Source: an optimization exercise on an open RTL-to-GDS flow (aim: small area). Production flows keep margins and buffers that such runs may drop. Function not checked in this run: the RTL went through the layout flow alone. Power figures rest on the tool's default switching activity, not on a simulated workload.

==> design/flow/run.sh <==
#!/bin/bash
# synth_recipe.tcl (not shown) runs the flow's synth.tcl, then flattens the netlist and writes it again
# the make line also repeats each setting of config.mk as NAME=value (left out here)
make -C /OpenROAD-flow-scripts/flow DESIGN_CONFIG=/design/flow/config.mk WORK_HOME=/design/flow/orfs CLKGATE_MAP_FILE= SYNTH_SCRIPT=/design/flow/synth_recipe.tcl finish
==> design/flow/config.mk <==
export PLATFORM = sky130hd
export DESIGN_NAME = radar
export DESIGN_NICKNAME = radar
export VERILOG_FILES = /design/flow/design.v
export SDC_FILE = /design/flow/constraint.sdc
export NUM_CORES = 4
export LEC_CHECK = 0
export ABC_AREA = 1
export CAP_MARGIN = 20
export CORE_MARGIN = 2
export CORE_UTILIZATION = 40
export SLEW_MARGIN = 20
==> design/flow/constraint.sdc <==
create_clock -name core_clock -period 25.0 [get_ports {clk}]
set_input_delay 5.0000 -clock core_clock [delete_from_list [all_inputs] [get_ports {clk}]]
set_output_delay 5.0000 -clock core_clock [all_outputs]
set_load 0.01 [all_outputs]
==> design/flow/design.v <==
module servo(input clk, input rst, output reg PWM, input [1:0] boton_cambiar_grados);
  reg [21:0] contador;
  function lt_const(input [21:0] x, input [21:0] k);
    integer i;
    begin
      lt_const = 1'b0;
      for (i = 0; i < 22; i = i + 1)
        lt_const = k[i] ? (~x[i] | lt_const) : (~x[i] & lt_const);
    end
  endfunction
  wire wrap = contador[21] & contador[11] & contador[9] & contador[8] & contador[5];
  wire run  = |boton_cambiar_grados;
  reg [21:0] inc;
  reg        carry;
  integer    i;
  always @(*) begin
    carry = run;
    for (i = 0; i < 22; i = i + 1) begin
      inc[i] = contador[i] ^ carry;
      carry  = contador[i] & carry;
    end
  end
  always @(posedge clk) begin
    if (rst) begin
      PWM <= 1'b0;
      contador <= 22'd0;
    end else begin
      case (boton_cambiar_grados)
        2'd0: PWM <= 1'b1;
        2'd1: PWM <= lt_const(contador, 22'd75_000);
        2'd2: PWM <= lt_const(contador, 22'd150_000) | ~lt_const(contador, 22'd1_850_000);
        2'd3: PWM <= lt_const(contador, 22'd240_000);
      endcase
      contador <= wrap ? 22'd0 : inc;
    end
  end
endmodule
module ultrasonido1(input ultra, input clk, input rst, input echo,
                    output reg done, output reg trigger, output [15:0] distance);
  localparam [9:0] TRIG_X = 10'd209;
  reg  [9:0] tsr;
  wire       tx = (tsr == TRIG_X);
  always @(posedge clk) begin
    if (rst | ultra) begin
      tsr <= TRIG_X;
      trigger <= 1'b0;
    end else begin
      tsr <= {tsr[8:0], tsr[9] ^ tsr[6] ^ tx};
      trigger <= trigger ^ tx;
    end
  end
  localparam [12:0] ECHO_A = 13'h13bb;
  reg  [12:0] esr;
  reg  [9:0]  qn;       
  reg         hi;       
  reg  [9:0]  dreg;     
  reg long_gap;
  always @(*) begin
      case (qn)
        10'd344, 10'd347, 10'd350, 10'd353, 10'd356, 10'd359, 10'd361, 10'd364,
        10'd367, 10'd370, 10'd373, 10'd376, 10'd378, 10'd381, 10'd384, 10'd387,
        10'd390, 10'd393, 10'd395, 10'd398, 10'd401, 10'd404, 10'd407, 10'd410,
        10'd412, 10'd415, 10'd418, 10'd421, 10'd424, 10'd427, 10'd429, 10'd432,
        10'd435, 10'd438, 10'd441, 10'd444, 10'd446, 10'd449, 10'd452, 10'd455,
        10'd458, 10'd461, 10'd463, 10'd466, 10'd469, 10'd472, 10'd475, 10'd478,
        10'd480, 10'd483, 10'd486, 10'd489, 10'd492, 10'd495, 10'd497, 10'd500,
        10'd503, 10'd506, 10'd509, 10'd512, 10'd514, 10'd517, 10'd520, 10'd523,
        10'd526, 10'd529, 10'd531, 10'd534, 10'd537, 10'd540, 10'd543, 10'd546,
        10'd548, 10'd551, 10'd554, 10'd557, 10'd560, 10'd563, 10'd565, 10'd568,
        10'd571, 10'd574, 10'd577, 10'd580, 10'd582, 10'd585, 10'd588, 10'd591,
        10'd594, 10'd597, 10'd599, 10'd602, 10'd605, 10'd608, 10'd611, 10'd614,
        10'd616, 10'd619, 10'd622, 10'd625, 10'd628, 10'd631, 10'd633, 10'd636,
        10'd639, 10'd642, 10'd645, 10'd648, 10'd650, 10'd653, 10'd656, 10'd659,
        10'd662, 10'd665, 10'd667, 10'd670, 10'd673, 10'd676, 10'd679, 10'd682,
        10'd684, 10'd687, 10'd690, 10'd693, 10'd696, 10'd699, 10'd701, 10'd704,
        10'd707, 10'd710, 10'd713, 10'd716, 10'd718, 10'd721, 10'd724, 10'd727,
        10'd730, 10'd733, 10'd735, 10'd738, 10'd741, 10'd744, 10'd747, 10'd750,
        10'd752, 10'd755, 10'd758, 10'd761, 10'd764, 10'd767, 10'd769, 10'd772,
        10'd775, 10'd778, 10'd781, 10'd784, 10'd786, 10'd789, 10'd792, 10'd795,
        10'd798, 10'd801, 10'd803, 10'd806, 10'd809, 10'd812, 10'd815, 10'd818,
        10'd820, 10'd823, 10'd826, 10'd829, 10'd832, 10'd835, 10'd837, 10'd840,
        10'd843, 10'd846, 10'd849, 10'd852, 10'd854, 10'd857, 10'd860, 10'd863,
        10'd866, 10'd869, 10'd871, 10'd874, 10'd877, 10'd880, 10'd883, 10'd886,
        10'd888, 10'd891, 10'd894, 10'd897, 10'd900, 10'd903, 10'd905, 10'd908,
        10'd911, 10'd914, 10'd917, 10'd920, 10'd922, 10'd925, 10'd928, 10'd931,
        10'd934, 10'd937, 10'd939, 10'd942, 10'd945, 10'd948, 10'd951, 10'd954,
        10'd956, 10'd959, 10'd962, 10'd965, 10'd968, 10'd971, 10'd973, 10'd976,
        10'd979, 10'd982, 10'd985, 10'd988, 10'd990, 10'd993, 10'd996, 10'd999,
        10'd1002, 10'd1005, 10'd1007, 10'd1010, 10'd1013, 10'd1016, 10'd1019, 10'd1022: long_gap = 1'b1;
        default: long_gap = 1'b0;
      endcase
  end
  wire step = (&esr[12:1]) & (esr[0] ^ long_gap);
  reg [9:0] dec;
  reg       borrow;
  integer   i;
  always @(*) begin
    borrow = 1'b1;
    for (i = 0; i < 10; i = i + 1) begin
      dec[i] = qn[i] ^ borrow;
      borrow = ~qn[i] & borrow;
    end
  end
  always @(posedge clk) begin
    if (rst | ~echo) begin
      esr <= ECHO_A;
      qn <= 10'd0;
    end else if (step) begin
      esr <= ECHO_A;
      qn <= dec;
    end else begin
      esr <= {esr[11:0], esr[12] ^ esr[3] ^ esr[2] ^ esr[0]};
    end
  end
  always @(posedge clk) begin
    if (rst) begin
      hi <= 1'b0;
      done <= 1'b0;
      dreg <= 10'd0;
    end else begin
      hi <= echo;
      done <= ~echo;
      if (~echo & hi)
        dreg <= qn;
    end
  end
  assign distance = {{6{|dreg}}, dreg};
endmodule
module radar(input clk, input rst, input echo, input [1:0] boton_cambiar_grados,
             output done, output trigger, output [15:0] distance, output PWM, input ultra);
  servo servo (.clk(clk), .rst(rst), .PWM(PWM), .boton_cambiar_grados(boton_cambiar_grados));
  ultrasonido1 ultrasonido2 (.ultra(ultra), .clk(clk), .rst(rst), .echo(echo), .done(done),
                             .trigger(trigger), .distance(distance));
endmodule
==> parameters.txt <==
Parameter                              Value

Status
  Result of the run    complete, no violations

Power and ir drop
  Switching power summed over all nets    53.3 uW
  Peak supply drop    between 0.02 and 0.025 mV
  Comb pwr share    8.3%
  Leakage dissipation    between 1.5 and 2 nW
  Sw Ratio    between 20% and 30%
  Total chip power    222 uW
  Power density of the placed cells    between 50 and 60 mW/mm2
  Share of total power in sequential cells    52.4%
  Part of the power in the clock network    39.3%
  Internal power contribution    169 uW

Logic synthesis
  Synth async-reset ratio    0%
  Prevailing post-synth register cell    sky130_fd_sc_hd__dfxtp_1
  Share of synthesized cell area in and, or, nand and nor gates    33.7%
  Dominant combinational cell family by area after synthesis    simple AND/OR/NAND/NOR gates
  Fraction of the mapped netlist area in compound gates    7.81%
  Number of synthesized flops with an enable pin    0
  Cell types with the largest area share after synthesis    sky130_fd_sc_hd__dfxtp_1 37%, sky130_fd_sc_hd__ha_1 10%, sky130_fd_sc_hd__nand3_1 9.5%
  Post-synthesis share of cell area spent on full adders, half adders and majority gates    10.1%
  Area of the mapped netlist    0.00383 mm2
  Xor/xnor share of the synthesized area    about 1.4%
  Synth top cells by count    73 x sky130_fd_sc_hd__nand3_1, 72 x sky130_fd_sc_hd__inv_1, 70 x sky130_fd_sc_hd__dfxtp_1, 70 x sky130_fd_sc_hd__nand2_1, 52 x sky130_fd_sc_hd__nor2_1
  Most common cell in the synthesized netlist    sky130_fd_sc_hd__nand3_1
  Sequential fraction of the synthesis area    a little over a third
  Proportion of synthesized area in mux cells    0%
  Count of synthesis-stage warnings from yosys    2
  Mapped Cells    501
  Synth cell types    36
  Flops & latches, synth    70
  Top-area cell type share of the netlist area    36.6%
  Post-Synthesis Net Count    538
  Synth Area per Inst    7.64 um2
  Largest area contributor in the netlist    sky130_fd_sc_hd__dfxtp_1

STA
  Worst setup skew after layout    roughly 0.012 ns
  Hold violation total from the final report    0
  Count of final max-slew check failures    0
  Final-layout setup total negative slack    0 ns
  Final worst-path cycle share    37.9%
  Total setup violations reported at the end of the flow    0
  Hold Worst Slack    0.422 ns
  Worst slew margin    49.2%
  RSZ-0062 raised after global routing    no
  F_max    106 MHz
  Setup slack after layout    approximately 16 ns
  Slew of the pin with the lowest slew margin    ~0.76 ns
  Post-layout minimum cycle time    9.47 ns

Floorplanning
  Floorplan die height    102 um
  Cell Rows    35
  Placeable core region    between 0.009 and 0.01 mm2
  Initial Util    41.2%
  Die span in x    102 um
  Num ports    25
  Die Outline Area    0.0104 mm2

Global route
  Leftover overflow at the end of global routing    0
  Pin count of the biggest net entering global routing    23
  Number of antenna violations at the first check in global routing    0
  Number of global-route vias before repair    2898
  Global-route total usage across every layer    15.7%
  Global-route wire length before repair    approximately 13000 um

Layout
  Final Non-Filler Cells    653
  Filler cell count in the final layout    948
  Area added between synthesis and finish    12.7%
  Share of layout cells above drive strength 1    about an eighth
  NumNets Final    approximately 560
  Antenna Diode Count    0

Clock network
  Number of levels the H-tree was split into    3
  Clock sink count    70
  Bufs on Longest Clock Path    2
  Insertion delay to the later sink of the worst-skew pair    around 0.34 ns
  Number of instances resized during post-cts repair    0
  Clock-pin slew of the registers on the worst-case setup and hold paths    about 0.08 ns
  Hold-fix buffers, CTS    0
  CTS tree    yes
  Setup Fix Bufs, Post-CTS    0
  Clock buffers created by TritonCTS    9
  Root cell of the clock tree    sky130_fd_sc_hd__clkbuf_8

Place
  Pre-CTS WS    15.16 ns
  Placed Cells    638
  Number of port buffers    24
  Post-detail-place hpwl    ~5600 um
  RD Place Congestion    between 0.8 and 0.9

Drt
  Average wire per cell in the routed design    ~11 um
  Number of remaining DRC errors    0
  Vias    between 3000 and 4000
  Antenna-violating nets left    0
  Drt via density    approximately 4.7
  Wirelength, routed    7440 um
  Number of design-rule violations left by the first detailed-router iteration    113
  First-pass iteration count of the detailed router    4

Worst hold path
  Type of the worst min-delay path    reg2reg

Flow run
  Max-cap viol count    0

Critical path
  CP max stage delay    around 0.44 ns
  Category of the worst setup path capture point    flip-flop
  Kind of cell with the highest combined delay on the critical path    adder cells
  Data required time of the worst path    about 25 ns
  Number of buffer and inverter instances along the worst setup path    1
  CP arrival    approximately 9.7 ns
  Class of the most critical setup path    in2reg
  Library cell appearing most often on the critical path    sky130_fd_sc_hd__ha_1
  Critical-path maximum fanout    3
  Crit start category    input port
  Slowest library cell on the worst path    sky130_fd_sc_hd__clkdlybuf4s50_1
## power groups by stage
stage | combinational (mW) | clock [mW] | sequential (mW)
2_1_floorplan | 0.0120 | 0 | 0.119
3_3_place_gp | 0.0184 | 0 | 0.119
3_5_place_dp | 0.0187 | 0 | 0.119
4_1_cts | 0.0187 | 0.0911 | 0.116
5_1_grt | 0.0209 | 0.0965 | 0.117
6_report | 0.0184 | 0.0875 | 0.116
## layer usage
layer	track usage, %	vias to the layer above	wire length, um
met3	3.28	15	253
li1	-	1661	-
met2	25.2	56	3330
met1	20.5	1362	3690
met5	0	-	0
met4	6.67	0	163
## tightest hold or removal path, stage by stage, from the launching register on
cell and delay (ns):
sky130_fd_sc_hd__dfxtp_1 0.31, sky130_fd_sc_hd__inv_1 0.05, sky130_fd_sc_hd__nor2_1 0.03
## path summary, 6_finish.rpt
path	startpoint	end	slack, ns	cells after the start
max	boton_cambiar_grados[1]	servo.contador[21]	15.53	25
min	ultrasonido2.esr[10]	ultrasonido2.esr[11]	0.42	2
max reg2reg	servo.contador[0]	servo.contador[21]	20.63	23
min reg2reg	ultrasonido2.esr[10]	ultrasonido2.esr[11]	0.42	2
## cell usage in the layout, fill, tap and decap left out, drive strengths merged
cell type       n
a211oi          4
a21oi          17
a31oi           2
and2            2
buf             1
bufinv          1
clkbuf          9
clkdlybuf4s50  24
clkinv          3
clkinvlp        2
dfxtp          70
ha             31
inv            77
nand2          80
nand3          84
nand4           7
nor2           60
nor3            4
nor4            4
o211ai          4
o21ai          19
o311a           1
o31ai           2
or2            10
xnor2           4
xor2            2
## cell families after synthesis
family | count (synthesis)
and+or+nand+nor | 251
AOI/OAI and AO/OA | 49
DFF | 70
adders and majority gates | 31
xor gates and xnor gates | 6
buffers and inverters | 94
## per-stage QoR
step                cell area, um2  util [%]
detailed placement            4130      44.5
floorplan                     3830         -
finish                        4320      46.5
global placement              4130      44.5
global route                  4320      46.5
CTS                           4320      46.5
## area by class of cell
class	count	area, um2	share of cell area (%)
Timing Repair Buffer	25	248	5.74
Clock inverter	6	63.8	1.48
Sequential cell	70	1400	32.5
Tap cell	129	161	3.74
Inverter	77	289	6.70
Multi-Input combinational cell	337	2030	47.0
Clock buffer	9	124	2.87
## flip-flops by register name, indices dropped and copies added, names as in the netlist
signal                 flops
ultrasonido2.tsr          10
ultrasonido2.hi            1
ultrasonido2.qn           10
ultrasonido2.dreg         10
ultrasonido2.done          1
ultrasonido2.trigger       1
ultrasonido2.long_gap      1
ultrasonido2.esr          13
servo.PWM                  1
servo.contador            22

-- port drivers added, routing unchanged --
The results above use ideal ports. As a check the final layout listed here was re-extracted and re-timed, cells and wires unchanged.
Step 1 sets driving cells, clkbuf_16 on the clock port and buf_2 on the other inputs (assumed; they add their load-dependent delay and slew).
Step 2 moves the port delays by t, midway between the first and last clock arrival at a register: inputs arrive t later, outputs are due t later. That takes back most of the time a late clock gives input paths.
a / b / c = no drivers / after step 1 / after step 2; a / b = the first two.
t (ns): 0.366
setup slack, ns: 15.535 / 15.542 / 15.175
pins driven straight from the clock port: 1
After both steps setup and hold are still met in this run. The setup slack of this run moves by +0.007 ns with the drivers and by -0.360 ns with both steps.
